From an optimization exercise on the open Yosys and OpenROAD flow, aimed at small area; shortcuts taken in it are not production practice. In this exercise RTL edits were held to simulation tests only and were not proved equivalent to the original.

`design/flow/design.v`:
```
module booth_sel
(
	input logic onen, twon, negn, nzn,
	input logic [7:0] w,
	output logic [8:0] p
);
	logic [7:0] tn;
	assign tn = w ^ {8{negn}};
	assign p[0] = ~((onen | tn[0]) & (twon | negn));
	genvar b;
	generate
		for (b = 1; b < 8; b = b + 1) begin : g_b
			assign p[b] = ~((onen | tn[b]) & (twon | tn[b-1]));
		end
	endgenerate
	assign p[8] = nzn | tn[7];
endmodule
module fa
(
	input logic a, b, ci,
	output logic s, co
);
	assign s = a ^ b ^ ci;
	assign co = (a & b) | (a & ci) | (b & ci);
endmodule
module fac
(
	input logic a, b,
	output logic s, co
);
	assign s = ~(a ^ b);
	assign co = a | b;
endmodule
module ha
(
	input logic a, b,
	output logic s, co
);
	assign s = a ^ b;
	assign co = a & b;
endmodule
module booth_enc
(
	input logic [31:0] a,
	output logic [47:0] e
);
	integer k, i;
	logic x2, x1, x0;
	always_comb begin
		for (k = 0; k < 4; k = k + 1) begin
			for (i = 0; i < 4; i = i + 1) begin
				x2 = a[8*k + 2*i + 1];
				x1 = a[8*k + 2*i];
				x0 = (i == 0) ? 1'b0 : a[8*k + 2*i - 1];
				e[4*k + i] = ~(x1 ^ x0);
				e[16 + 4*k + i] = ~((x2 & ~x1 & ~x0) | (~x2 & x1 & x0));
				e[32 + 4*k + i] = ~(x2 & ~(x1 & x0));
			end
		end
	end
endmodule
module negsum
(
	input logic [63:0] a,
	output logic [9:0] n
);
	integer k, i;
	logic x2, x1, x0;
	always_comb begin
		n = 10'd0;
		for (k = 0; k < 8; k = k + 1) begin
			for (i = 0; i < 4; i = i + 1) begin
				x2 = a[8*k + 2*i + 1];
				x1 = a[8*k + 2*i];
				x0 = (i == 0) ? 1'b0 : a[8*k + 2*i - 1];
				n = n + ({9'd0, x2 & ~(x1 & x0)} << (2*i));
			end
		end
	end
endmodule
module dot_lo
(
	input logic [15:0] onen, twon, negn, nzn,
	input logic [31:0] w,
	input logic [19:0] acc0,
	input logic [9:0] n,
	output logic [19:0] sa,
	output logic [13:0] sb,
	output logic sc
);
  wire [8:0] p0_0;
  booth_sel b0_0 (.onen(onen[0]), .twon(twon[0]), .negn(negn[0]), .nzn(nzn[0]), .w(w[0 +: 8]), .p(p0_0));
  wire [8:0] p0_1;
  booth_sel b0_1 (.onen(onen[1]), .twon(twon[1]), .negn(negn[1]), .nzn(nzn[1]), .w(w[0 +: 8]), .p(p0_1));
  wire [8:0] p0_2;
  booth_sel b0_2 (.onen(onen[2]), .twon(twon[2]), .negn(negn[2]), .nzn(nzn[2]), .w(w[0 +: 8]), .p(p0_2));
  wire [8:0] p0_3;
  booth_sel b0_3 (.onen(onen[3]), .twon(twon[3]), .negn(negn[3]), .nzn(nzn[3]), .w(w[0 +: 8]), .p(p0_3));
  wire [8:0] p1_0;
  booth_sel b1_0 (.onen(onen[4]), .twon(twon[4]), .negn(negn[4]), .nzn(nzn[4]), .w(w[8 +: 8]), .p(p1_0));
  wire [8:0] p1_1;
  booth_sel b1_1 (.onen(onen[5]), .twon(twon[5]), .negn(negn[5]), .nzn(nzn[5]), .w(w[8 +: 8]), .p(p1_1));
  wire [8:0] p1_2;
  booth_sel b1_2 (.onen(onen[6]), .twon(twon[6]), .negn(negn[6]), .nzn(nzn[6]), .w(w[8 +: 8]), .p(p1_2));
  wire [8:0] p1_3;
  booth_sel b1_3 (.onen(onen[7]), .twon(twon[7]), .negn(negn[7]), .nzn(nzn[7]), .w(w[8 +: 8]), .p(p1_3));
  wire [8:0] p2_0;
  booth_sel b2_0 (.onen(onen[8]), .twon(twon[8]), .negn(negn[8]), .nzn(nzn[8]), .w(w[16 +: 8]), .p(p2_0));
  wire [8:0] p2_1;
  booth_sel b2_1 (.onen(onen[9]), .twon(twon[9]), .negn(negn[9]), .nzn(nzn[9]), .w(w[16 +: 8]), .p(p2_1));
  wire [8:0] p2_2;
  booth_sel b2_2 (.onen(onen[10]), .twon(twon[10]), .negn(negn[10]), .nzn(nzn[10]), .w(w[16 +: 8]), .p(p2_2));
  wire [8:0] p2_3;
  booth_sel b2_3 (.onen(onen[11]), .twon(twon[11]), .negn(negn[11]), .nzn(nzn[11]), .w(w[16 +: 8]), .p(p2_3));
  wire [8:0] p3_0;
  booth_sel b3_0 (.onen(onen[12]), .twon(twon[12]), .negn(negn[12]), .nzn(nzn[12]), .w(w[24 +: 8]), .p(p3_0));
  wire [8:0] p3_1;
  booth_sel b3_1 (.onen(onen[13]), .twon(twon[13]), .negn(negn[13]), .nzn(nzn[13]), .w(w[24 +: 8]), .p(p3_1));
  wire [8:0] p3_2;
  booth_sel b3_2 (.onen(onen[14]), .twon(twon[14]), .negn(negn[14]), .nzn(nzn[14]), .w(w[24 +: 8]), .p(p3_2));
  wire [8:0] p3_3;
  booth_sel b3_3 (.onen(onen[15]), .twon(twon[15]), .negn(negn[15]), .nzn(nzn[15]), .w(w[24 +: 8]), .p(p3_3));
  wire ks1, kc1;
  fac k1 (.a(p0_2[7]), .b(p0_3[5]), .s(ks1), .co(kc1));
  wire ks2, kc2;
  fac k2 (.a(p0_2[8]), .b(p0_3[6]), .s(ks2), .co(kc2));
  wire ks3, kc3;
  fac k3 (.a(p0_3[8]), .b(p1_3[8]), .s(ks3), .co(kc3));
  wire i16_0 = ~acc0[16];
  wire i18_0 = ~acc0[18];
  wire ks4, kc4;
  fac k4 (.a(acc0[18]), .b(acc0[19]), .s(ks4), .co(kc4));
  wire s1, c1;
  fa f1 (.a(n[4]), .b(p0_0[4]), .ci(p0_1[2]), .s(s1), .co(c1));
  wire s2, c2;
  fa f2 (.a(n[5]), .b(p0_0[5]), .ci(p0_1[3]), .s(s2), .co(c2));
  wire s3, c3;
  fa f3 (.a(n[6]), .b(p0_0[6]), .ci(p0_1[4]), .s(s3), .co(c3));
  wire s4, c4;
  fa f4 (.a(p0_2[2]), .b(p0_3[0]), .ci(p1_0[6]), .s(s4), .co(c4));
  wire s5, c5;
  fa f5 (.a(p1_1[4]), .b(p1_2[2]), .ci(p1_3[0]), .s(s5), .co(c5));
  wire s6, c6;
  fa f6 (.a(n[7]), .b(p0_0[7]), .ci(p0_1[5]), .s(s6), .co(c6));
  wire s7, c7;
  fa f7 (.a(p0_2[3]), .b(p0_3[1]), .ci(p1_0[7]), .s(s7), .co(c7));
  wire s8, c8;
  fa f8 (.a(p1_1[5]), .b(p1_2[3]), .ci(p1_3[1]), .s(s8), .co(c8));
  wire s9, c9;
  fa f9 (.a(p2_0[7]), .b(p2_1[5]), .ci(p2_2[3]), .s(s9), .co(c9));
  wire s10, c10;
  fa f10 (.a(n[8]), .b(p0_0[8]), .ci(p0_1[6]), .s(s10), .co(c10));
  wire s11, c11;
  fa f11 (.a(p0_2[4]), .b(p0_3[2]), .ci(p1_0[8]), .s(s11), .co(c11));
  wire s12, c12;
  fa f12 (.a(p1_1[6]), .b(p1_2[4]), .ci(p1_3[2]), .s(s12), .co(c12));
  wire s13, c13;
  fa f13 (.a(p2_0[8]), .b(p2_1[6]), .ci(p2_2[4]), .s(s13), .co(c13));
  wire s14, c14;
  fa f14 (.a(p2_3[2]), .b(p3_0[8]), .ci(p3_1[6]), .s(s14), .co(c14));
  wire s15, c15;
  fa f15 (.a(n[9]), .b(p0_1[7]), .ci(p0_2[5]), .s(s15), .co(c15));
  wire s16, c16;
  fa f16 (.a(p0_3[3]), .b(p1_1[7]), .ci(p1_2[5]), .s(s16), .co(c16));
  wire s17, c17;
  fa f17 (.a(p1_3[3]), .b(p2_1[7]), .ci(p2_2[5]), .s(s17), .co(c17));
  wire s18, c18;
  fa f18 (.a(p0_1[8]), .b(p0_2[6]), .ci(p0_3[4]), .s(s18), .co(c18));
  wire s19, c19;
  fa f19 (.a(p1_1[8]), .b(p1_2[6]), .ci(p1_3[4]), .s(s19), .co(c19));
  wire s20, c20;
  fa f20 (.a(n[2]), .b(p0_0[2]), .ci(p0_1[0]), .s(s20), .co(c20));
  wire s21, c21;
  fa f21 (.a(n[3]), .b(p0_0[3]), .ci(p0_1[1]), .s(s21), .co(c21));
  wire s22, c22;
  fa f22 (.a(p0_2[0]), .b(p1_0[4]), .ci(p1_1[2]), .s(s22), .co(c22));
  wire s23, c23;
  fa f23 (.a(p1_2[0]), .b(p2_0[4]), .ci(p2_1[2]), .s(s23), .co(c23));
  wire s24, c24;
  fa f24 (.a(p0_2[1]), .b(p1_0[5]), .ci(p1_1[3]), .s(s24), .co(c24));
  wire s25, c25;
  fa f25 (.a(p1_2[1]), .b(p2_0[5]), .ci(p2_1[3]), .s(s25), .co(c25));
  wire s26, c26;
  fa f26 (.a(p2_2[1]), .b(p3_0[5]), .ci(p3_1[3]), .s(s26), .co(c26));
  wire s27, c27;
  fa f27 (.a(p2_0[6]), .b(p2_1[4]), .ci(p2_2[2]), .s(s27), .co(c27));
  wire s28, c28;
  fa f28 (.a(p2_3[0]), .b(p3_0[6]), .ci(p3_1[4]), .s(s28), .co(c28));
  wire s29, c29;
  fa f29 (.a(p3_2[2]), .b(p3_3[0]), .ci(acc0[6]), .s(s29), .co(c29));
  wire s30, c30;
  fa f30 (.a(c2), .b(s3), .ci(s4), .s(s30), .co(c30));
  wire s31, c31;
  fa f31 (.a(p2_3[1]), .b(p3_0[7]), .ci(p3_1[5]), .s(s31), .co(c31));
  wire s32, c32;
  fa f32 (.a(p3_2[3]), .b(p3_3[1]), .ci(acc0[7]), .s(s32), .co(c32));
  wire s33, c33;
  fa f33 (.a(c3), .b(c4), .ci(c5), .s(s33), .co(c33));
  wire s34, c34;
  fa f34 (.a(s6), .b(s7), .ci(s8), .s(s34), .co(c34));
  wire s35, c35;
  fa f35 (.a(p3_2[4]), .b(p3_3[2]), .ci(acc0[8]), .s(s35), .co(c35));
  wire s36, c36;
  fa f36 (.a(c6), .b(c7), .ci(c8), .s(s36), .co(c36));
  wire s37, c37;
  fa f37 (.a(c9), .b(s10), .ci(s11), .s(s37), .co(c37));
  wire s38, c38;
  fa f38 (.a(s12), .b(s13), .ci(s14), .s(s38), .co(c38));
  wire s39, c39;
  fa f39 (.a(p2_3[3]), .b(p3_1[7]), .ci(p3_2[5]), .s(s39), .co(c39));
  wire s40, c40;
  fa f40 (.a(p3_3[3]), .b(acc0[9]), .ci(c10), .s(s40), .co(c40));
  wire s41, c41;
  fa f41 (.a(c11), .b(c12), .ci(c13), .s(s41), .co(c41));
  wire s42, c42;
  fa f42 (.a(c14), .b(s15), .ci(s16), .s(s42), .co(c42));
  wire s43, c43;
  fa f43 (.a(p2_1[8]), .b(p2_2[6]), .ci(p2_3[4]), .s(s43), .co(c43));
  wire s44, c44;
  fa f44 (.a(p3_1[8]), .b(p3_2[6]), .ci(p3_3[4]), .s(s44), .co(c44));
  wire s45, c45;
  fa f45 (.a(acc0[10]), .b(c15), .ci(c16), .s(s45), .co(c45));
  wire s46, c46;
  fa f46 (.a(c17), .b(s18), .ci(s19), .s(s46), .co(c46));
  wire s47, c47;
  fa f47 (.a(p1_2[7]), .b(p1_3[5]), .ci(p2_2[7]), .s(s47), .co(c47));
  wire s48, c48;
  fa f48 (.a(p2_3[5]), .b(p3_2[7]), .ci(p3_3[5]), .s(s48), .co(c48));
  wire s49, c49;
  fa f49 (.a(ks1), .b(acc0[11]), .ci(c18), .s(s49), .co(c49));
  wire s50, c50;
  fa f50 (.a(p1_2[8]), .b(p1_3[6]), .ci(p2_2[8]), .s(s50), .co(c50));
  wire s51, c51;
  fa f51 (.a(p2_3[6]), .b(p3_2[8]), .ci(p3_3[6]), .s(s51), .co(c51));
  wire s52, c52;
  fa f52 (.a(p1_0[2]), .b(p1_1[0]), .ci(p2_0[2]), .s(s52), .co(c52));
  wire s53, c53;
  fa f53 (.a(p1_0[3]), .b(p1_1[1]), .ci(p2_0[3]), .s(s53), .co(c53));
  wire s54, c54;
  fa f54 (.a(p2_1[1]), .b(p3_0[3]), .ci(p3_1[1]), .s(s54), .co(c54));
  wire s55, c55;
  fa f55 (.a(p2_2[0]), .b(p3_0[4]), .ci(p3_1[2]), .s(s55), .co(c55));
  wire s56, c56;
  fa f56 (.a(p3_2[0]), .b(acc0[4]), .ci(c21), .s(s56), .co(c56));
  wire s57, c57;
  fa f57 (.a(s1), .b(s22), .ci(s23), .s(s57), .co(c57));
  wire s58, c58;
  fa f58 (.a(p3_2[1]), .b(acc0[5]), .ci(c1), .s(s58), .co(c58));
  wire s59, c59;
  fa f59 (.a(c22), .b(c23), .ci(s2), .s(s59), .co(c59));
  wire s60, c60;
  fa f60 (.a(s24), .b(s25), .ci(s26), .s(s60), .co(c60));
  wire s61, c61;
  fa f61 (.a(c24), .b(c25), .ci(c26), .s(s61), .co(c61));
  wire s62, c62;
  fa f62 (.a(s27), .b(s28), .ci(s5), .s(s62), .co(c62));
  wire hs5, hc5;
  ha h5 (.a(s29), .b(s30), .s(hs5), .co(hc5));
  wire s63, c63;
  fa f63 (.a(c27), .b(c28), .ci(s31), .s(s63), .co(c63));
  wire s64, c64;
  fa f64 (.a(s9), .b(c29), .ci(s32), .s(s64), .co(c64));
  wire s65, c65;
  fa f65 (.a(c30), .b(s33), .ci(s34), .s(s65), .co(c65));
  wire s66, c66;
  fa f66 (.a(c31), .b(c32), .ci(s35), .s(s66), .co(c66));
  wire s67, c67;
  fa f67 (.a(c33), .b(c34), .ci(s36), .s(s67), .co(c67));
  wire hs6, hc6;
  ha h6 (.a(s37), .b(s38), .s(hs6), .co(hc6));
  wire s68, c68;
  fa f68 (.a(s17), .b(s39), .ci(c35), .s(s68), .co(c68));
  wire s69, c69;
  fa f69 (.a(c36), .b(s40), .ci(c37), .s(s69), .co(c69));
  wire s70, c70;
  fa f70 (.a(c38), .b(s41), .ci(s42), .s(s70), .co(c70));
  wire s71, c71;
  fa f71 (.a(c39), .b(s43), .ci(s44), .s(s71), .co(c71));
  wire s72, c72;
  fa f72 (.a(c40), .b(c41), .ci(c42), .s(s72), .co(c72));
  wire hs7, hc7;
  ha h7 (.a(s45), .b(s46), .s(hs7), .co(hc7));
  wire s73, c73;
  fa f73 (.a(c19), .b(c43), .ci(c44), .s(s73), .co(c73));
  wire s74, c74;
  fa f74 (.a(s47), .b(s48), .ci(c45), .s(s74), .co(c74));
  wire hs8, hc8;
  ha h8 (.a(s49), .b(c46), .s(hs8), .co(hc8));
  wire s75, c75;
  fa f75 (.a(kc1), .b(ks2), .ci(acc0[12]), .s(s75), .co(c75));
  wire s76, c76;
  fa f76 (.a(c47), .b(c48), .ci(s50), .s(s76), .co(c76));
  wire hs9, hc9;
  ha h9 (.a(s51), .b(c49), .s(hs9), .co(hc9));
  wire s77, c77;
  fa f77 (.a(p0_3[7]), .b(p1_3[7]), .ci(p2_3[7]), .s(s77), .co(c77));
  wire s78, c78;
  fa f78 (.a(p3_3[7]), .b(kc2), .ci(acc0[13]), .s(s78), .co(c78));
  wire hs10, hc10;
  ha h10 (.a(c50), .b(c51), .s(hs10), .co(hc10));
  wire s79, c79;
  fa f79 (.a(p2_3[8]), .b(p3_3[8]), .ci(ks3), .s(s79), .co(c79));
  wire s80, c80;
  fa f80 (.a(n[0]), .b(p0_0[0]), .ci(p1_0[0]), .s(s80), .co(c80));
  wire s81, c81;
  fa f81 (.a(n[1]), .b(p0_0[1]), .ci(p1_0[1]), .s(s81), .co(c81));
  wire s82, c82;
  fa f82 (.a(p2_0[1]), .b(p3_0[1]), .ci(acc0[1]), .s(s82), .co(c82));
  wire s83, c83;
  fa f83 (.a(p2_1[0]), .b(p3_0[2]), .ci(p3_1[0]), .s(s83), .co(c83));
  wire s84, c84;
  fa f84 (.a(acc0[2]), .b(s20), .ci(s52), .s(s84), .co(c84));
  wire s85, c85;
  fa f85 (.a(acc0[3]), .b(c20), .ci(c52), .s(s85), .co(c85));
  wire s86, c86;
  fa f86 (.a(s21), .b(s53), .ci(s54), .s(s86), .co(c86));
  wire s87, c87;
  fa f87 (.a(c53), .b(c54), .ci(s55), .s(s87), .co(c87));
  wire hs11, hc11;
  ha h11 (.a(s56), .b(s57), .s(hs11), .co(hc11));
  wire s88, c88;
  fa f88 (.a(c55), .b(c56), .ci(s58), .s(s88), .co(c88));
  wire s89, c89;
  fa f89 (.a(c57), .b(s59), .ci(s60), .s(s89), .co(c89));
  wire s90, c90;
  fa f90 (.a(c58), .b(c59), .ci(c60), .s(s90), .co(c90));
  wire s91, c91;
  fa f91 (.a(s61), .b(s62), .ci(hs5), .s(s91), .co(c91));
  wire s92, c92;
  fa f92 (.a(c61), .b(c62), .ci(s63), .s(s92), .co(c92));
  wire s93, c93;
  fa f93 (.a(s64), .b(hc5), .ci(s65), .s(s93), .co(c93));
  wire s94, c94;
  fa f94 (.a(c63), .b(c64), .ci(s66), .s(s94), .co(c94));
  wire s95, c95;
  fa f95 (.a(hs6), .b(c65), .ci(s67), .s(s95), .co(c95));
  wire s96, c96;
  fa f96 (.a(s68), .b(c66), .ci(c67), .s(s96), .co(c96));
  wire s97, c97;
  fa f97 (.a(hc6), .b(s69), .ci(s70), .s(s97), .co(c97));
  wire s98, c98;
  fa f98 (.a(s71), .b(c68), .ci(c69), .s(s98), .co(c98));
  wire s99, c99;
  fa f99 (.a(hs7), .b(s72), .ci(c70), .s(s99), .co(c99));
  wire s100, c100;
  fa f100 (.a(c71), .b(s73), .ci(hs8), .s(s100), .co(c100));
  wire s101, c101;
  fa f101 (.a(s74), .b(c72), .ci(hc7), .s(s101), .co(c101));
  wire s102, c102;
  fa f102 (.a(c73), .b(s75), .ci(s76), .s(s102), .co(c102));
  wire s103, c103;
  fa f103 (.a(hs9), .b(c74), .ci(hc8), .s(s103), .co(c103));
  wire s104, c104;
  fa f104 (.a(s77), .b(hs10), .ci(c75), .s(s104), .co(c104));
  wire s105, c105;
  fa f105 (.a(s78), .b(c76), .ci(hc9), .s(s105), .co(c105));
  wire s106, c106;
  fa f106 (.a(acc0[14]), .b(c77), .ci(hc10), .s(s106), .co(c106));
  wire hs12, hc12;
  ha h12 (.a(c78), .b(s79), .s(hs12), .co(hc12));
  wire s107, c107;
  fa f107 (.a(kc3), .b(acc0[15]), .ci(c79), .s(s107), .co(c107));
  wire s108, c108;
  fa f108 (.a(p2_0[0]), .b(p3_0[0]), .ci(acc0[0]), .s(s108), .co(c108));
  wire s109, c109;
  fa f109 (.a(c80), .b(s81), .ci(s82), .s(s109), .co(c109));
  wire s110, c110;
  fa f110 (.a(c81), .b(s83), .ci(c82), .s(s110), .co(c110));
  wire s111, c111;
  fa f111 (.a(c83), .b(c84), .ci(s85), .s(s111), .co(c111));
  wire s112, c112;
  fa f112 (.a(c85), .b(c86), .ci(s87), .s(s112), .co(c112));
  wire s113, c113;
  fa f113 (.a(c87), .b(hc11), .ci(s88), .s(s113), .co(c113));
  wire s114, c114;
  fa f114 (.a(c88), .b(c89), .ci(s90), .s(s114), .co(c114));
  wire s115, c115;
  fa f115 (.a(c90), .b(s92), .ci(c91), .s(s115), .co(c115));
  wire s116, c116;
  fa f116 (.a(c92), .b(s94), .ci(c93), .s(s116), .co(c116));
  wire s117, c117;
  fa f117 (.a(c94), .b(s96), .ci(c95), .s(s117), .co(c117));
  wire s118, c118;
  fa f118 (.a(c96), .b(s98), .ci(c97), .s(s118), .co(c118));
  wire s119, c119;
  fa f119 (.a(s100), .b(c98), .ci(c99), .s(s119), .co(c119));
  wire s120, c120;
  fa f120 (.a(s102), .b(c100), .ci(c101), .s(s120), .co(c120));
  wire s121, c121;
  fa f121 (.a(s104), .b(c102), .ci(s105), .s(s121), .co(c121));
  wire s122, c122;
  fa f122 (.a(hs12), .b(c104), .ci(s106), .s(s122), .co(c122));
  wire s123, c123;
  fa f123 (.a(hc12), .b(c106), .ci(s107), .s(s123), .co(c123));
  wire s124, c124;
  fa f124 (.a(s84), .b(s110), .ci(c109), .s(s124), .co(c124));
  wire s125, c125;
  fa f125 (.a(s86), .b(c110), .ci(s111), .s(s125), .co(c125));
  wire s126, c126;
  fa f126 (.a(c111), .b(hs11), .ci(s112), .s(s126), .co(c126));
  wire s127, c127;
  fa f127 (.a(c112), .b(s89), .ci(s113), .s(s127), .co(c127));
  wire s128, c128;
  fa f128 (.a(c113), .b(s91), .ci(s114), .s(s128), .co(c128));
  wire s129, c129;
  fa f129 (.a(c114), .b(s93), .ci(s115), .s(s129), .co(c129));
  wire s130, c130;
  fa f130 (.a(s95), .b(c115), .ci(s116), .s(s130), .co(c130));
  wire s131, c131;
  fa f131 (.a(s97), .b(c116), .ci(s117), .s(s131), .co(c131));
  wire s132, c132;
  fa f132 (.a(s99), .b(c117), .ci(s118), .s(s132), .co(c132));
  wire s133, c133;
  fa f133 (.a(s101), .b(c118), .ci(s119), .s(s133), .co(c133));
  wire s134, c134;
  fa f134 (.a(s103), .b(s120), .ci(c119), .s(s134), .co(c134));
  wire s135, c135;
  fa f135 (.a(c103), .b(s121), .ci(c120), .s(s135), .co(c135));
  wire s136, c136;
  fa f136 (.a(c105), .b(s122), .ci(c121), .s(s136), .co(c136));
  wire hs13, hc13;
  ha h13 (.a(c122), .b(s123), .s(hs13), .co(hc13));
  wire s137, c137;
  fa f137 (.a(i16_0), .b(c107), .ci(c123), .s(s137), .co(c137));
  wire hs14, hc14;
  ha h14 (.a(acc0[16]), .b(acc0[17]), .s(hs14), .co(hc14));
  wire rs15, rc15;
  ha r15 (.a(i18_0), .b(hc14), .s(rs15), .co(rc15));
  wire rs16, rc16;
  ha r16 (.a(ks4), .b(rc15), .s(rs16), .co(rc16));
  wire rs17, rc17;
  ha r17 (.a(s80), .b(s108), .s(rs17), .co(rc17));
  wire s138, c138;
  fa f138 (.a(c108), .b(rc17), .ci(s109), .s(s138), .co(c138));
  wire rs18, rc18;
  ha r18 (.a(c138), .b(s124), .s(rs18), .co(rc18));
  wire s139, c139;
  fa f139 (.a(c124), .b(s125), .ci(rc18), .s(s139), .co(c139));
  assign sa = {rs16, rs15, c137, hc13, c136, c135, c134, c133, c132, c131, c130, c129, c128, c127, c126, c125, s139, rs18, s138, rs17};
  assign sb = {hs14, s137, hs13, s136, s135, s134, s133, s132, s131, s130, s129, s128, s127, s126};
  assign sc = c139;
endmodule
module dot_hi
(
	input logic [15:0] onen, twon, negn, nzn,
	input logic [31:0] w,
	input logic [19:0] acc0,
	input logic [13:0] acc1,
	input logic [0:0] acc2,
	output logic [19:0] sa,
	output logic [11:0] sb,
	output logic sc
);
  wire [8:0] p0_0;
  booth_sel b0_0 (.onen(onen[0]), .twon(twon[0]), .negn(negn[0]), .nzn(nzn[0]), .w(w[0 +: 8]), .p(p0_0));
  wire [8:0] p0_1;
  booth_sel b0_1 (.onen(onen[1]), .twon(twon[1]), .negn(negn[1]), .nzn(nzn[1]), .w(w[0 +: 8]), .p(p0_1));
  wire [8:0] p0_2;
  booth_sel b0_2 (.onen(onen[2]), .twon(twon[2]), .negn(negn[2]), .nzn(nzn[2]), .w(w[0 +: 8]), .p(p0_2));
  wire [8:0] p0_3;
  booth_sel b0_3 (.onen(onen[3]), .twon(twon[3]), .negn(negn[3]), .nzn(nzn[3]), .w(w[0 +: 8]), .p(p0_3));
  wire [8:0] p1_0;
  booth_sel b1_0 (.onen(onen[4]), .twon(twon[4]), .negn(negn[4]), .nzn(nzn[4]), .w(w[8 +: 8]), .p(p1_0));
  wire [8:0] p1_1;
  booth_sel b1_1 (.onen(onen[5]), .twon(twon[5]), .negn(negn[5]), .nzn(nzn[5]), .w(w[8 +: 8]), .p(p1_1));
  wire [8:0] p1_2;
  booth_sel b1_2 (.onen(onen[6]), .twon(twon[6]), .negn(negn[6]), .nzn(nzn[6]), .w(w[8 +: 8]), .p(p1_2));
  wire [8:0] p1_3;
  booth_sel b1_3 (.onen(onen[7]), .twon(twon[7]), .negn(negn[7]), .nzn(nzn[7]), .w(w[8 +: 8]), .p(p1_3));
  wire [8:0] p2_0;
  booth_sel b2_0 (.onen(onen[8]), .twon(twon[8]), .negn(negn[8]), .nzn(nzn[8]), .w(w[16 +: 8]), .p(p2_0));
  wire [8:0] p2_1;
  booth_sel b2_1 (.onen(onen[9]), .twon(twon[9]), .negn(negn[9]), .nzn(nzn[9]), .w(w[16 +: 8]), .p(p2_1));
  wire [8:0] p2_2;
  booth_sel b2_2 (.onen(onen[10]), .twon(twon[10]), .negn(negn[10]), .nzn(nzn[10]), .w(w[16 +: 8]), .p(p2_2));
  wire [8:0] p2_3;
  booth_sel b2_3 (.onen(onen[11]), .twon(twon[11]), .negn(negn[11]), .nzn(nzn[11]), .w(w[16 +: 8]), .p(p2_3));
  wire [8:0] p3_0;
  booth_sel b3_0 (.onen(onen[12]), .twon(twon[12]), .negn(negn[12]), .nzn(nzn[12]), .w(w[24 +: 8]), .p(p3_0));
  wire [8:0] p3_1;
  booth_sel b3_1 (.onen(onen[13]), .twon(twon[13]), .negn(negn[13]), .nzn(nzn[13]), .w(w[24 +: 8]), .p(p3_1));
  wire [8:0] p3_2;
  booth_sel b3_2 (.onen(onen[14]), .twon(twon[14]), .negn(negn[14]), .nzn(nzn[14]), .w(w[24 +: 8]), .p(p3_2));
  wire [8:0] p3_3;
  booth_sel b3_3 (.onen(onen[15]), .twon(twon[15]), .negn(negn[15]), .nzn(nzn[15]), .w(w[24 +: 8]), .p(p3_3));
  wire s1, c1;
  fa f1 (.a(acc0[4]), .b(acc1[0]), .ci(acc2[0]), .s(s1), .co(c1));
  wire s2, c2;
  fa f2 (.a(acc0[5]), .b(acc1[1]), .ci(p0_0[5]), .s(s2), .co(c2));
  wire s3, c3;
  fa f3 (.a(acc0[6]), .b(acc1[2]), .ci(p0_0[6]), .s(s3), .co(c3));
  wire s4, c4;
  fa f4 (.a(p0_1[4]), .b(p0_2[2]), .ci(p0_3[0]), .s(s4), .co(c4));
  wire s5, c5;
  fa f5 (.a(p1_0[6]), .b(p1_1[4]), .ci(p1_2[2]), .s(s5), .co(c5));
  wire s6, c6;
  fa f6 (.a(acc0[7]), .b(acc1[3]), .ci(p0_0[7]), .s(s6), .co(c6));
  wire s7, c7;
  fa f7 (.a(p0_1[5]), .b(p0_2[3]), .ci(p0_3[1]), .s(s7), .co(c7));
  wire s8, c8;
  fa f8 (.a(p1_0[7]), .b(p1_1[5]), .ci(p1_2[3]), .s(s8), .co(c8));
  wire s9, c9;
  fa f9 (.a(p1_3[1]), .b(p2_0[7]), .ci(p2_1[5]), .s(s9), .co(c9));
  wire s10, c10;
  fa f10 (.a(acc0[8]), .b(acc1[4]), .ci(p0_0[8]), .s(s10), .co(c10));
  wire s11, c11;
  fa f11 (.a(p0_1[6]), .b(p0_2[4]), .ci(p0_3[2]), .s(s11), .co(c11));
  wire s12, c12;
  fa f12 (.a(p1_0[8]), .b(p1_1[6]), .ci(p1_2[4]), .s(s12), .co(c12));
  wire s13, c13;
  fa f13 (.a(p1_3[2]), .b(p2_0[8]), .ci(p2_1[6]), .s(s13), .co(c13));
  wire s14, c14;
  fa f14 (.a(p2_2[4]), .b(p2_3[2]), .ci(p3_0[8]), .s(s14), .co(c14));
  wire s15, c15;
  fa f15 (.a(acc0[9]), .b(acc1[5]), .ci(p0_1[7]), .s(s15), .co(c15));
  wire s16, c16;
  fa f16 (.a(p0_2[5]), .b(p0_3[3]), .ci(p1_1[7]), .s(s16), .co(c16));
  wire s17, c17;
  fa f17 (.a(p1_2[5]), .b(p1_3[3]), .ci(p2_1[7]), .s(s17), .co(c17));
  wire s18, c18;
  fa f18 (.a(acc0[10]), .b(acc1[6]), .ci(p0_1[8]), .s(s18), .co(c18));
  wire s19, c19;
  fa f19 (.a(p0_2[6]), .b(p0_3[4]), .ci(p1_1[8]), .s(s19), .co(c19));
  wire s20, c20;
  fa f20 (.a(p0_0[4]), .b(p0_1[2]), .ci(p0_2[0]), .s(s20), .co(c20));
  wire s21, c21;
  fa f21 (.a(p1_0[4]), .b(p1_1[2]), .ci(p1_2[0]), .s(s21), .co(c21));
  wire s22, c22;
  fa f22 (.a(p0_1[3]), .b(p0_2[1]), .ci(p1_0[5]), .s(s22), .co(c22));
  wire s23, c23;
  fa f23 (.a(p1_1[3]), .b(p1_2[1]), .ci(p2_0[5]), .s(s23), .co(c23));
  wire s24, c24;
  fa f24 (.a(p2_1[3]), .b(p2_2[1]), .ci(p3_0[5]), .s(s24), .co(c24));
  wire s25, c25;
  fa f25 (.a(p1_3[0]), .b(p2_0[6]), .ci(p2_1[4]), .s(s25), .co(c25));
  wire s26, c26;
  fa f26 (.a(p2_2[2]), .b(p2_3[0]), .ci(p3_0[6]), .s(s26), .co(c26));
  wire s27, c27;
  fa f27 (.a(p3_1[4]), .b(p3_2[2]), .ci(p3_3[0]), .s(s27), .co(c27));
  wire s28, c28;
  fa f28 (.a(c2), .b(s3), .ci(s4), .s(s28), .co(c28));
  wire s29, c29;
  fa f29 (.a(p2_2[3]), .b(p2_3[1]), .ci(p3_0[7]), .s(s29), .co(c29));
  wire s30, c30;
  fa f30 (.a(p3_1[5]), .b(p3_2[3]), .ci(p3_3[1]), .s(s30), .co(c30));
  wire s31, c31;
  fa f31 (.a(c3), .b(c4), .ci(c5), .s(s31), .co(c31));
  wire s32, c32;
  fa f32 (.a(s6), .b(s7), .ci(s8), .s(s32), .co(c32));
  wire s33, c33;
  fa f33 (.a(p3_1[6]), .b(p3_2[4]), .ci(p3_3[2]), .s(s33), .co(c33));
  wire s34, c34;
  fa f34 (.a(c6), .b(c7), .ci(c8), .s(s34), .co(c34));
  wire s35, c35;
  fa f35 (.a(c9), .b(s10), .ci(s11), .s(s35), .co(c35));
  wire s36, c36;
  fa f36 (.a(s12), .b(s13), .ci(s14), .s(s36), .co(c36));
  wire s37, c37;
  fa f37 (.a(p2_2[5]), .b(p2_3[3]), .ci(p3_1[7]), .s(s37), .co(c37));
  wire s38, c38;
  fa f38 (.a(p3_2[5]), .b(p3_3[3]), .ci(c10), .s(s38), .co(c38));
  wire s39, c39;
  fa f39 (.a(c11), .b(c12), .ci(c13), .s(s39), .co(c39));
  wire s40, c40;
  fa f40 (.a(c14), .b(s15), .ci(s16), .s(s40), .co(c40));
  wire s41, c41;
  fa f41 (.a(p1_2[6]), .b(p1_3[4]), .ci(p2_1[8]), .s(s41), .co(c41));
  wire s42, c42;
  fa f42 (.a(p2_2[6]), .b(p2_3[4]), .ci(p3_1[8]), .s(s42), .co(c42));
  wire s43, c43;
  fa f43 (.a(p3_2[6]), .b(p3_3[4]), .ci(c15), .s(s43), .co(c43));
  wire s44, c44;
  fa f44 (.a(c16), .b(c17), .ci(s18), .s(s44), .co(c44));
  wire s45, c45;
  fa f45 (.a(acc0[11]), .b(acc1[7]), .ci(p0_2[7]), .s(s45), .co(c45));
  wire s46, c46;
  fa f46 (.a(p0_3[5]), .b(p1_2[7]), .ci(p1_3[5]), .s(s46), .co(c46));
  wire s47, c47;
  fa f47 (.a(p2_2[7]), .b(p2_3[5]), .ci(p3_2[7]), .s(s47), .co(c47));
  wire s48, c48;
  fa f48 (.a(p3_3[5]), .b(c18), .ci(c19), .s(s48), .co(c48));
  wire s49, c49;
  fa f49 (.a(acc0[12]), .b(acc1[8]), .ci(p0_2[8]), .s(s49), .co(c49));
  wire s50, c50;
  fa f50 (.a(p0_3[6]), .b(p1_2[8]), .ci(p1_3[6]), .s(s50), .co(c50));
  wire s51, c51;
  fa f51 (.a(p2_2[8]), .b(p2_3[6]), .ci(p3_2[8]), .s(s51), .co(c51));
  wire s52, c52;
  fa f52 (.a(acc0[2]), .b(p0_0[2]), .ci(p0_1[0]), .s(s52), .co(c52));
  wire s53, c53;
  fa f53 (.a(p1_0[2]), .b(p1_1[0]), .ci(p2_0[2]), .s(s53), .co(c53));
  wire s54, c54;
  fa f54 (.a(acc0[3]), .b(p0_0[3]), .ci(p0_1[1]), .s(s54), .co(c54));
  wire s55, c55;
  fa f55 (.a(p1_0[3]), .b(p1_1[1]), .ci(p2_0[3]), .s(s55), .co(c55));
  wire s56, c56;
  fa f56 (.a(p2_1[1]), .b(p3_0[3]), .ci(p3_1[1]), .s(s56), .co(c56));
  wire s57, c57;
  fa f57 (.a(p2_0[4]), .b(p2_1[2]), .ci(p2_2[0]), .s(s57), .co(c57));
  wire s58, c58;
  fa f58 (.a(p3_0[4]), .b(p3_1[2]), .ci(p3_2[0]), .s(s58), .co(c58));
  wire s59, c59;
  fa f59 (.a(s1), .b(s20), .ci(s21), .s(s59), .co(c59));
  wire s60, c60;
  fa f60 (.a(p3_1[3]), .b(p3_2[1]), .ci(c1), .s(s60), .co(c60));
  wire s61, c61;
  fa f61 (.a(c20), .b(c21), .ci(s2), .s(s61), .co(c61));
  wire s62, c62;
  fa f62 (.a(s22), .b(s23), .ci(s24), .s(s62), .co(c62));
  wire s63, c63;
  fa f63 (.a(c22), .b(c23), .ci(c24), .s(s63), .co(c63));
  wire s64, c64;
  fa f64 (.a(s25), .b(s26), .ci(s27), .s(s64), .co(c64));
  wire hs1, hc1;
  ha h1 (.a(s5), .b(s28), .s(hs1), .co(hc1));
  wire s65, c65;
  fa f65 (.a(c25), .b(c26), .ci(c27), .s(s65), .co(c65));
  wire s66, c66;
  fa f66 (.a(s29), .b(s30), .ci(s9), .s(s66), .co(c66));
  wire s67, c67;
  fa f67 (.a(c28), .b(s31), .ci(s32), .s(s67), .co(c67));
  wire s68, c68;
  fa f68 (.a(c29), .b(c30), .ci(s33), .s(s68), .co(c68));
  wire s69, c69;
  fa f69 (.a(c31), .b(c32), .ci(s34), .s(s69), .co(c69));
  wire hs2, hc2;
  ha h2 (.a(s35), .b(s36), .s(hs2), .co(hc2));
  wire s70, c70;
  fa f70 (.a(c33), .b(s17), .ci(s37), .s(s70), .co(c70));
  wire s71, c71;
  fa f71 (.a(c34), .b(s38), .ci(c35), .s(s71), .co(c71));
  wire s72, c72;
  fa f72 (.a(c36), .b(s39), .ci(s40), .s(s72), .co(c72));
  wire s73, c73;
  fa f73 (.a(c37), .b(s19), .ci(s41), .s(s73), .co(c73));
  wire s74, c74;
  fa f74 (.a(s42), .b(c38), .ci(c39), .s(s74), .co(c74));
  wire s75, c75;
  fa f75 (.a(s43), .b(c40), .ci(s44), .s(s75), .co(c75));
  wire s76, c76;
  fa f76 (.a(c41), .b(c42), .ci(s45), .s(s76), .co(c76));
  wire s77, c77;
  fa f77 (.a(s46), .b(s47), .ci(c43), .s(s77), .co(c77));
  wire hs3, hc3;
  ha h3 (.a(c44), .b(s48), .s(hs3), .co(hc3));
  wire s78, c78;
  fa f78 (.a(p3_3[6]), .b(c45), .ci(c46), .s(s78), .co(c78));
  wire s79, c79;
  fa f79 (.a(c47), .b(s49), .ci(s50), .s(s79), .co(c79));
  wire hs4, hc4;
  ha h4 (.a(s51), .b(c48), .s(hs4), .co(hc4));
  wire s80, c80;
  fa f80 (.a(acc0[13]), .b(acc1[9]), .ci(p0_3[7]), .s(s80), .co(c80));
  wire s81, c81;
  fa f81 (.a(p1_3[7]), .b(p2_3[7]), .ci(p3_3[7]), .s(s81), .co(c81));
  wire s82, c82;
  fa f82 (.a(c49), .b(c50), .ci(c51), .s(s82), .co(c82));
  wire s83, c83;
  fa f83 (.a(acc0[14]), .b(acc1[10]), .ci(p0_3[8]), .s(s83), .co(c83));
  wire s84, c84;
  fa f84 (.a(p1_3[8]), .b(p2_3[8]), .ci(p3_3[8]), .s(s84), .co(c84));
  wire s85, c85;
  fa f85 (.a(acc0[0]), .b(p0_0[0]), .ci(p1_0[0]), .s(s85), .co(c85));
  wire s86, c86;
  fa f86 (.a(acc0[1]), .b(p0_0[1]), .ci(p1_0[1]), .s(s86), .co(c86));
  wire s87, c87;
  fa f87 (.a(p2_1[0]), .b(p3_0[2]), .ci(p3_1[0]), .s(s87), .co(c87));
  wire s88, c88;
  fa f88 (.a(c52), .b(c53), .ci(s54), .s(s88), .co(c88));
  wire s89, c89;
  fa f89 (.a(c54), .b(c55), .ci(c56), .s(s89), .co(c89));
  wire s90, c90;
  fa f90 (.a(s57), .b(s58), .ci(s59), .s(s90), .co(c90));
  wire s91, c91;
  fa f91 (.a(c57), .b(c58), .ci(s60), .s(s91), .co(c91));
  wire s92, c92;
  fa f92 (.a(c59), .b(s61), .ci(s62), .s(s92), .co(c92));
  wire s93, c93;
  fa f93 (.a(c60), .b(c61), .ci(c62), .s(s93), .co(c93));
  wire s94, c94;
  fa f94 (.a(s63), .b(s64), .ci(hs1), .s(s94), .co(c94));
  wire s95, c95;
  fa f95 (.a(c63), .b(c64), .ci(s65), .s(s95), .co(c95));
  wire s96, c96;
  fa f96 (.a(s66), .b(hc1), .ci(s67), .s(s96), .co(c96));
  wire s97, c97;
  fa f97 (.a(c65), .b(c66), .ci(s68), .s(s97), .co(c97));
  wire s98, c98;
  fa f98 (.a(hs2), .b(c67), .ci(s69), .s(s98), .co(c98));
  wire s99, c99;
  fa f99 (.a(c68), .b(s70), .ci(c69), .s(s99), .co(c99));
  wire s100, c100;
  fa f100 (.a(hc2), .b(s71), .ci(s72), .s(s100), .co(c100));
  wire s101, c101;
  fa f101 (.a(c70), .b(s73), .ci(c71), .s(s101), .co(c101));
  wire s102, c102;
  fa f102 (.a(s74), .b(c72), .ci(s75), .s(s102), .co(c102));
  wire s103, c103;
  fa f103 (.a(c73), .b(s76), .ci(c74), .s(s103), .co(c103));
  wire s104, c104;
  fa f104 (.a(hs3), .b(s77), .ci(c75), .s(s104), .co(c104));
  wire s105, c105;
  fa f105 (.a(c76), .b(s78), .ci(s79), .s(s105), .co(c105));
  wire s106, c106;
  fa f106 (.a(hs4), .b(c77), .ci(hc3), .s(s106), .co(c106));
  wire s107, c107;
  fa f107 (.a(s80), .b(s81), .ci(c78), .s(s107), .co(c107));
  wire s108, c108;
  fa f108 (.a(c79), .b(s82), .ci(hc4), .s(s108), .co(c108));
  wire s109, c109;
  fa f109 (.a(c80), .b(c81), .ci(s83), .s(s109), .co(c109));
  wire hs5, hc5;
  ha h5 (.a(s84), .b(c82), .s(hs5), .co(hc5));
  wire s110, c110;
  fa f110 (.a(acc0[15]), .b(acc1[11]), .ci(c83), .s(s110), .co(c110));
  wire s111, c111;
  fa f111 (.a(p2_0[1]), .b(p3_0[1]), .ci(c85), .s(s111), .co(c111));
  wire s112, c112;
  fa f112 (.a(c86), .b(s52), .ci(s53), .s(s112), .co(c112));
  wire s113, c113;
  fa f113 (.a(c87), .b(s55), .ci(s56), .s(s113), .co(c113));
  wire s114, c114;
  fa f114 (.a(c88), .b(s89), .ci(s90), .s(s114), .co(c114));
  wire s115, c115;
  fa f115 (.a(c89), .b(s91), .ci(c90), .s(s115), .co(c115));
  wire s116, c116;
  fa f116 (.a(c91), .b(s93), .ci(c92), .s(s116), .co(c116));
  wire s117, c117;
  fa f117 (.a(c93), .b(s95), .ci(c94), .s(s117), .co(c117));
  wire s118, c118;
  fa f118 (.a(c95), .b(s97), .ci(c96), .s(s118), .co(c118));
  wire s119, c119;
  fa f119 (.a(c97), .b(s99), .ci(c98), .s(s119), .co(c119));
  wire s120, c120;
  fa f120 (.a(c99), .b(s101), .ci(c100), .s(s120), .co(c120));
  wire s121, c121;
  fa f121 (.a(s103), .b(c101), .ci(s104), .s(s121), .co(c121));
  wire s122, c122;
  fa f122 (.a(s105), .b(c103), .ci(c104), .s(s122), .co(c122));
  wire s123, c123;
  fa f123 (.a(s107), .b(c105), .ci(s108), .s(s123), .co(c123));
  wire s124, c124;
  fa f124 (.a(s109), .b(hs5), .ci(c107), .s(s124), .co(c124));
  wire s125, c125;
  fa f125 (.a(c84), .b(c109), .ci(s110), .s(s125), .co(c125));
  wire s126, c126;
  fa f126 (.a(acc0[16]), .b(acc1[12]), .ci(c110), .s(s126), .co(c126));
  wire s127, c127;
  fa f127 (.a(p2_0[0]), .b(p3_0[0]), .ci(s85), .s(s127), .co(c127));
  wire hs6, hc6;
  ha h6 (.a(s86), .b(s111), .s(hs6), .co(hc6));
  wire s128, c128;
  fa f128 (.a(s87), .b(c111), .ci(s112), .s(s128), .co(c128));
  wire s129, c129;
  fa f129 (.a(c112), .b(s88), .ci(s113), .s(s129), .co(c129));
  wire hs7, hc7;
  ha h7 (.a(c113), .b(s114), .s(hs7), .co(hc7));
  wire s130, c130;
  fa f130 (.a(s92), .b(c114), .ci(s115), .s(s130), .co(c130));
  wire s131, c131;
  fa f131 (.a(s94), .b(c115), .ci(s116), .s(s131), .co(c131));
  wire s132, c132;
  fa f132 (.a(c116), .b(s96), .ci(s117), .s(s132), .co(c132));
  wire s133, c133;
  fa f133 (.a(s98), .b(c117), .ci(s118), .s(s133), .co(c133));
  wire s134, c134;
  fa f134 (.a(s100), .b(c118), .ci(s119), .s(s134), .co(c134));
  wire s135, c135;
  fa f135 (.a(s102), .b(c119), .ci(s120), .s(s135), .co(c135));
  wire s136, c136;
  fa f136 (.a(c102), .b(c120), .ci(s121), .s(s136), .co(c136));
  wire s137, c137;
  fa f137 (.a(s106), .b(c121), .ci(s122), .s(s137), .co(c137));
  wire s138, c138;
  fa f138 (.a(c106), .b(s123), .ci(c122), .s(s138), .co(c138));
  wire s139, c139;
  fa f139 (.a(c108), .b(s124), .ci(c123), .s(s139), .co(c139));
  wire s140, c140;
  fa f140 (.a(hc5), .b(s125), .ci(c124), .s(s140), .co(c140));
  wire hs8, hc8;
  ha h8 (.a(c125), .b(s126), .s(hs8), .co(hc8));
  wire s141, c141;
  fa f141 (.a(acc0[17]), .b(acc1[13]), .ci(c126), .s(s141), .co(c141));
  wire rs9, rc9;
  ha r9 (.a(hc8), .b(s141), .s(rs9), .co(rc9));
  wire s142, c142;
  fa f142 (.a(acc0[18]), .b(c141), .ci(rc9), .s(s142), .co(c142));
  wire rs10, rc10;
  ha r10 (.a(acc0[19]), .b(c142), .s(rs10), .co(rc10));
  wire rs11, rc11;
  ha r11 (.a(c127), .b(hs6), .s(rs11), .co(rc11));
  wire s143, c143;
  fa f143 (.a(hc6), .b(rc11), .ci(s128), .s(s143), .co(c143));
  wire s144, c144;
  fa f144 (.a(c128), .b(s129), .ci(c143), .s(s144), .co(c144));
  wire s145, c145;
  fa f145 (.a(c129), .b(hs7), .ci(c144), .s(s145), .co(c145));
  assign sa = {rs10, s142, rs9, c140, c139, c138, c137, c136, c135, c134, c133, c132, c131, c130, hc7, s145, s144, s143, rs11, s127};
  assign sb = {hs8, s140, s139, s138, s137, s136, s135, s134, s133, s132, s131, s130};
  assign sc = c145;
endmodule
module cpa20
(
	input logic [19:0] a,
	input logic [11:0] b,
	input logic ci,
	output logic [19:0] s
);
  wire [19:0] r, g;
  assign s[4:0] = a[4:0];
  fa f5 (.a(a[5]), .b(b[0]), .ci(ci), .s(r[5]), .co(g[5]));
  fa f6 (.a(a[6]), .b(b[1]), .ci(g[5]), .s(r[6]), .co(g[6]));
  fa f7 (.a(a[7]), .b(b[2]), .ci(g[6]), .s(r[7]), .co(g[7]));
  fa f8 (.a(a[8]), .b(b[3]), .ci(g[7]), .s(r[8]), .co(g[8]));
  fa f9 (.a(a[9]), .b(b[4]), .ci(g[8]), .s(r[9]), .co(g[9]));
  fa f10 (.a(a[10]), .b(b[5]), .ci(g[9]), .s(r[10]), .co(g[10]));
  fa f11 (.a(a[11]), .b(b[6]), .ci(g[10]), .s(r[11]), .co(g[11]));
  assign s[11:5] = r[11:5];
  wire c1 = g[11];
  ha h12 (.a(a[12]), .b(b[7]), .s(r[12]), .co(g[12]));
  fa f13 (.a(a[13]), .b(b[8]), .ci(g[12]), .s(r[13]), .co(g[13]));
  fa f14 (.a(a[14]), .b(b[9]), .ci(g[13]), .s(r[14]), .co(g[14]));
  fa f15 (.a(a[15]), .b(b[10]), .ci(g[14]), .s(r[15]), .co(g[15]));
  fa f16 (.a(a[16]), .b(b[11]), .ci(g[15]), .s(r[16]), .co(g[16]));
  ha h17 (.a(a[17]), .b(g[16]), .s(r[17]), .co(g[17]));
  ha h18 (.a(a[18]), .b(g[17]), .s(r[18]), .co(g[18]));
  wire [7:0] p1;
  assign p1[0] = 1'b1;
  assign p1[1] = p1[0] & r[12];
  assign s[12] = r[12] ^ (c1 & p1[0]);
  assign p1[2] = p1[1] & r[13];
  assign s[13] = r[13] ^ (c1 & p1[1]);
  assign p1[3] = p1[2] & r[14];
  assign s[14] = r[14] ^ (c1 & p1[2]);
  assign p1[4] = p1[3] & r[15];
  assign s[15] = r[15] ^ (c1 & p1[3]);
  assign p1[5] = p1[4] & r[16];
  assign s[16] = r[16] ^ (c1 & p1[4]);
  assign p1[6] = p1[5] & r[17];
  assign s[17] = r[17] ^ (c1 & p1[5]);
  assign p1[7] = p1[6] & r[18];
  assign s[18] = r[18] ^ (c1 & p1[6]);
  wire c2 = g[18] | (c1 & p1[7]);
  assign r[19] = a[19];
  assign g[19] = 1'b0;
  wire [1:0] p2;
  assign p2[0] = 1'b1;
  assign p2[1] = p2[0] & r[19];
  assign s[19] = r[19] ^ (c2 & p2[0]);
endmodule
module multiply_matrix
(
    input clk,
    input load,
	input load_w,
	input [159:0] c,
    input [63:0] a,
	input [63:0] b,
    output logic [159:0] out
);
	logic [63:0] w [0:7];
	logic [63:0] a1;
	logic [31:0] a2;
	logic [47:0] e2, e3;
	logic [9:0] n2;
	logic [159:0] s0a, s1a;
	logic [111:0] s0b;
	logic [95:0] s1b;
	logic [7:0] s0c, s1c;
	logic [159:0] s [2:7];
	logic [47:0] e_lo, e_hi;
	logic [9:0] n1;
	booth_enc enc_lo (.a(a1[31:0]), .e(e_lo));
	booth_enc enc_hi (.a(a2), .e(e_hi));
	negsum ns (.a(a1), .n(n1));
	logic [15:0] nzn2, nzn3;
	assign nzn2 = e2[15:0] & e2[31:16];
	assign nzn3 = e3[15:0] & e3[31:16];
	logic [159:0] t0a, t1a, sum;
	logic [111:0] t0b;
	logic [95:0] t1b;
	logic [7:0] t0c, t1c;
	genvar j;
	generate
		for (j = 0; j < 8; j = j + 1) begin : g_dot
			dot_lo dl (.onen(e2[15:0]), .twon(e2[31:16]), .negn(e2[47:32]), .nzn(nzn2), .w(w[j][31:0]),
				.acc0(c[20*j +: 20]), .n(n2),
				.sa(t0a[20*j +: 20]), .sb(t0b[14*j +: 14]), .sc(t0c[j]));
			dot_hi dh (.onen(e3[15:0]), .twon(e3[31:16]), .negn(e3[47:32]), .nzn(nzn3), .w(w[j][63:32]),
				.acc0(s0a[20*j +: 20]), .acc1(s0b[14*j +: 14]), .acc2(s0c[j]),
				.sa(t1a[20*j +: 20]), .sb(t1b[12*j +: 12]), .sc(t1c[j]));
			cpa20 ad (.a(s1a[20*j +: 20]), .b(s1b[12*j +: 12]), .ci(s1c[j]), .s(sum[20*j +: 20]));
		end
	endgenerate
	integer i;
	always @(posedge clk) begin
		if (load_w) begin
			w[0] <= b;
			for (i = 1; i < 8; i = i + 1)
				w[i] <= w[i-1];
		end
		if (load) begin
			a1 <= a;
			e2 <= e_lo;
			n2 <= n1;
			a2 <= a1[63:32];
			e3 <= e_hi;
			s0a <= t0a;
			s0b <= t0b;
			s0c <= t0c;
			s1a <= t1a;
			s1b <= t1b;
			s1c <= t1c;
			s[2] <= sum;
			for (i = 3; i < 8; i = i + 1)
				s[i] <= s[i-1];
		end
	end
	assign out = s[7];
endmodule
```
`design/flow/flow/run.sh`:
```
#!/bin/bash
# Layout: the standard flow (standard.sh, unchanged synthesis and steps),
# with the input and output port buffers made of sky130_fd_sc_hd__buf_1 and
# clock tree synthesis without dummy loads and with larger sink clusters.
set -euo pipefail
export BUFFER_PORTS_ARGS="-buffer_cell sky130_fd_sc_hd__buf_1"
export CTS_ARGS="-sink_clustering_enable -repair_clock_nets -dont_use_dummy_load -sink_clustering_size 30 -sink_clustering_max_diameter 80 -buf_list sky130_fd_sc_hd__clkbuf_16"
bash standard.sh > standard_flow.log 2>&1
```
`design/flow/standard.sh`:
```
#!/bin/bash
# synth_recipe.tcl (not shown) runs the flow's synth.tcl, then flattens the netlist and writes it again
# the make line also repeats each setting of config.mk as NAME=value (left out here)
make -C /OpenROAD-flow-scripts/flow DESIGN_CONFIG=/design/flow/config.mk WORK_HOME=/design/flow/orfs CLKGATE_MAP_FILE= SYNTH_SCRIPT=/design/flow/synth_recipe.tcl "${@:-finish}"
```
`design/flow/config.mk`:
```
export PLATFORM = sky130hd
export DESIGN_NAME = multiply_matrix
export DESIGN_NICKNAME = multiply_matrix
export VERILOG_FILES = /design/flow/design.v
export SDC_FILE = /design/flow/constraint.sdc
export NUM_CORES = 8
export LEC_CHECK = 0
export CAP_MARGIN = 20
export CORE_MARGIN = 2
export CORE_UTILIZATION = 60
export CTS_BUF_LIST = sky130_fd_sc_hd__clkbuf_8 sky130_fd_sc_hd__clkbuf_16
export CTS_CLUSTER_DIAMETER = 60
export CTS_CLUSTER_SIZE = 20
export PLACE_DENSITY = 0.72
export SLEW_MARGIN = 20
export SYNTH_HIERARCHICAL = 1
```
`design/flow/constraint.sdc`:
```
create_clock -name core_clock -period 5.0 [get_ports {clk}]
set_input_delay 1.0000 -clock core_clock [delete_from_list [all_inputs] [get_ports {clk}]]
set_output_delay 1.0000 -clock core_clock [all_outputs]
set_load 0.01 [all_outputs]
```
==> results.toml, run 1 <==
[clocking]
hold_buffers = 0
worstSkewPairLatency_ps = 900
clkSinkCount = 2218
cts_buffer_depth = 4
cts-root-buf = "clkbuf_16"
cts_made_buffers = 141
tritoncts = "built"
cts_resized = 0
htree_levels = 4
clk_pin_slew_ps = 110
postCtsSetupBuffers = 0

[sta]
fin_tns_setup_ps = 0
fmax_ghz = 0.2045
rsz0062_at_grt = "no"
finClkSkew_ps = 93.72
setup_viol = 0
min_period_ps = 4891
relSlewSlack = 0.1904
period_share = 0.9782
tightest_slew_ps = 1214
setup_slack_ps = 108.9
finalHoldViolCount = 0
hold_ws_ps = 248.2
maxSlewViolCount = 0

[place]
io_buffer_count = 450
place_ws_ps = 301.8
dp.final_hpwl_mm = 412.3
dp_cells = 14185
gp_congestion = 1.050

[run_status]
status = "no timing/DRC/antenna violations"

[routing]
num_vias = 96943
routed_wl_mm = 539.3
postRouteAntennaNets = 0
viasPerCell = 6.747
first_pass_iters = 6
wire_per_inst_microns = 37.54
drc = 0
drt-initial-drc-count = 14035

[worst_setup_path]
cp_max_fo = 31
cp-start-kind = "flop"
cp.arrival_ps = 5510
worstPathRequired_ps = 5620
worstSetupPathType = "reg -> reg"
cpMostUsedCell = "fa_1"
slowest_delay_ps = 790
path_cells = "buf_12 -> xor2_1 -> o22ai_1 -> fa_1 -> fa_1 -> fa_1 -> ha_1 -> ha_1 -> fa_1 -> ha_1"
end_kind = "flop"
cp_slowest_cell = "xor2_1"

[global_routing]
track_usage = 0.3940
grt_pass1_wl_mm = 756.8
grt_max_degree = 153
antenna_found_initial = 45
gr-total-overflow = 0
grt_pass1_vias = 100071

[finish]
drive_above_1_share = 0.05244
syn_to_final_growth_pct = 3.162
final_core_util = 0.6209
final_cells = 14368
nNetsFinal = 13736

[floorplanning]
die_area_sq_um = 275300
die_y_microns = 524.7
row_count = 191
die_w_microns = 524.7
start_util = 0.6019
fp.coreArea_sq_um = 270300
io_pins = 451

[logic_synthesis]
synth_area_per_cell_sq_um = 14.58
yosysWarningCount = 13
syn_inst = 11159
synth_area_sq_um = 162700
syn_nets = 14137

[flow_run]
max_cap_viol_count = 0

[min_path]
min_path_type = "in -> reg"
-- per-layer routing --
layer / GRT usage / part of all wire / up-vias
met2: 0.5430 / 0.41 / 7076
met5: 0.001732 / 0.00025 / -
met1: 0.5491 / 0.39 / 50450
li1: - / - / 38144
met3: 0.1530 / 0.14 / 1257
met4: 0.1898 / 0.058 / 16
-- placed cells by master, fill, tap and decap left out, types with 17 or more instances in the layout --
cell / n
diode_2: 42
clkbuf_16: 141
buf_12: 145
and2_1: 26
xor2_1: 2063
edfxtp_1: 2218
nor2_1: 26
ha_1: 310
nand2_1: 31
buf_4: 261
fa_1: 2377
xnor2_1: 43
a21oi_1: 36
inv_1: 199
or2_1: 256
buf_1: 448
nand3_1: 17
o22ai_1: 2048
-- per-stage QoR --
step | instance area (sq um)
floorplan | 162700
global placement | 164200
detailed placement | 164200
CTS | 167700
global route | 167800
finish | 167800
-- state kept, by name (all words and copies together), names as in the netlist --
name and cells:
a1 64, a2 32, e2 48, e3 48, n2 10, s 960, s0a 160, s0b 112
s0c 8, s1a 160, s1b 96, s1c 8, w 512
-- critical path: cells and delay by family, from the launching register on --
family          cells  cell delay [ps]
fa+ha+maj           7             2530
xor+xnor            1              790
compound gates      1              670
flops               1              370
buf+inv             1              270
-- layout make-up --
class | instances | area (sq um)
inverters | 199 | 747.0
flip-flops and latches | 2218 | 66600
fillers | 20217 | 102500
diodes | 42 | 105.1
multi-input cells | 7342 | 85820
well taps | 3570 | 4467
repair buffers | 856 | 6559
clock buffers | 141 | 3528
-- final timing paths --
kind	from	to	slack, ps	depth (start not counted)
worst max register to register	e3[35]	s1a[159]	110	10
worst min register to register	s[3][19]	s[4][19]	380	0
worst min-delay path	b[34]	w[0][34]	250	1
worst max-delay path	e3[35]	s1a[159]	110	10
==> run 2, diff against run 1 <==
--- a/design/flow/config.mk
+++ b/design/flow/config.mk
@@ -13,2 +13,3 @@
 export CTS_CLUSTER_SIZE = 20
+export GPL_TIMING_DRIVEN = 0
 export PLACE_DENSITY = 0.72
==> run 2 against run 1 <==
Against the previous run: largest cell class unchanged; synthesized area unchanged; the layout now fails its checks (setup timing); global-route usage increased by 1.3 points.
==> results.toml, run 2 <==
[sta]
fmax_ghz = 0.1927
fin_tns_setup_ps = -1085
tightest_slew_ps = 1286
maxSlewViolCount = 0
setup_slack_ps = -189.5
finalHoldViolCount = 0
finClkSkew_ps = 140.5
setup_viol = 15
min_period_ps = 5190
period_share = 1.038
relSlewSlack = 0.1424

[clocking]
worstSkewPairLatency_ps = 900
clk_pin_slew_ps = 110
cts_made_buffers = 134
tritoncts = "built"
htree_levels = 4
cts-root-buf = "clkbuf_16"
hold_buffers = 0
cts_buffer_depth = 4
clkSinkCount = 2218

[global_routing]
grt_max_degree = 41
gr-total-overflow = 0
use_met3 = 0.1152
antenna_found_initial = 55
grt_pass1_vias = 102068
met1_usage = 0.5792
use_met2 = 0.5721
top_usage_layer = "met1"
grt_pass1_wl_mm = 769.6
track_usage = 0.4068

[logic_synthesis]
syn_nets = 14137
yosysWarningCount = 13
synth_area_per_cell_sq_um = 14.58
syn_inst = 11159
synth_area_sq_um = 162700

[min_path]
min_path_type = "in -> reg"
hold_path_depth = 1

[floorplanning]
die_area_sq_um = 275300
row_count = 191
die_y_microns = 524.7
fp.coreArea_sq_um = 270300
io_pins = 451
start_util = 0.6019
die_w_microns = 524.7

[routing]
num_vias = 101528
routed_wl_mm = 560.1
viasPerCell = 6.466
drc = 0
drt-initial-drc-count = 14622
wire_per_inst_microns = 35.67
first_pass_iters = 7
postRouteAntennaNets = 0

[worst_setup_path]
cp-start-kind = "flop"
cp.arrival_ps = 5820
cp_max_fo = 13
worstSetupPathType = "reg -> reg"
worstPathRequired_ps = 5630
reg2regPathDepth = 8
end_kind = "flop"

[flow_run]
max_cap_viol_count = 0

[finish]
largest_register_ffs = 960
top_regs = "s: 960 flops, w: 512 flops"
final_core_util = 0.6562
syn_to_final_growth_pct = 9.026
final_common_cell = "fa_1"
final_cell_mix = "fa_1 (2374), edfxtp_1 (2218), xor2_1 (2063)"
nNetsFinal = 15041
drive_above_1_share = 0.1148
largest_register = "s"

[run_status]
status = "failed layout checks"
violatedChecks = "setup timing"

[place]
io_buffer_count = 450
gp_congestion = 1.019
dp.final_hpwl_mm = 457.2
## run 2: timing repair
action                     CTS  global route
gates resized for setup     20            11
setup buffers              117            32
cloned                       0             2
setup endpoints to repair  307           232
## run 2: worst paths after layout
path                            slack [ps]      start         to
worst max-delay path                  -190     e3[10]    s1b[92]
worst max register to register        -190     e3[10]    s1b[92]
worst min-delay path                   260      a[50]     a1[50]
worst min register to register         390  s[4][136]  s[5][136]
## run 2: metal layers
layer	vias to the layer above	wire length (microns)
met1	52257	221300
met3	1358	67830
met2	6937	233400
li1	40954	-
met4	22	37510
met5	-	129
## run 2: cell type report
cell class                      instances  area [sq um]
Clock buffer                          134          3353
Fill cell                           18723         92910
Buffer                               1400          9529
Timing Repair Buffer                  768          6623
Antenna cell                           72         180.2
Multi-Input combinational cell       7342         85870
Tap cell                             3570          4467
Inverter                              199         747.0
Sequential cell                      2218         66600
## run 2: worst max-delay path, cell delays in order (launching register included)
cell      delay [ps]
edfxtp_1        1020
and2_1          1060
or2_1            460
fa_1             290
fa_1             460
fa_1             540
fa_1             450
fa_1             460
buf_4            140
## run 2: metrics by stage
| step | cells | setup slack [ps] | area (sq um) | hold WS, ps |
|---|---|---|---|---|
| after floorplan | 11159 | 761.7 | 162700 | 400.3 |
| after global placement | 15179 | -58170 | 168800 | 400.2 |
| after detailed placement | 15347 | -1027 | 172000 | 404.5 |
| after CTS | 15598 | 2.347 | 176700 | 206.0 |
| after global routing | 15652 | -3.191 | 177200 | 242.6 |
| final | 15703 | -189.5 | 177400 | 256.4 |

[port drivers added, routing unchanged]
The flow's constraints put no driver on any port. The routed layouts listed below were extracted and timed again, unchanged, in two steps.
Step 1 assumes that a clkbuf_16 drives the clock port and a buf_2 every other input.
Step 2 moves the port delays by t, midway between the first and last clock arrival at a register: inputs arrive t later, outputs are due t later. That takes back most of the time a late clock gives input paths.
a / b / c = no drivers / after step 1 / after step 2; a / b = the first two.
run | t, ns | slack for setup (ns) | hold slack, ns | slew at the worst register clock pin (ns) | worst slew at a driven data input, ns
run 1 | 0.974 | 0.109 / 0.109 / 0.109 | 0.248 / 0.161 / 0.378 | 0.11 / 0.11 | 0.08
run 2 | 0.950 | -0.190 / -0.190 / -0.589 | 0.256 / 0.173 / 0.386 | 0.12 / 0.12 | 0.25
The setup slack of run 2, which loses most, moves by 0.000 ns with the drivers and by -0.399 ns with both steps.
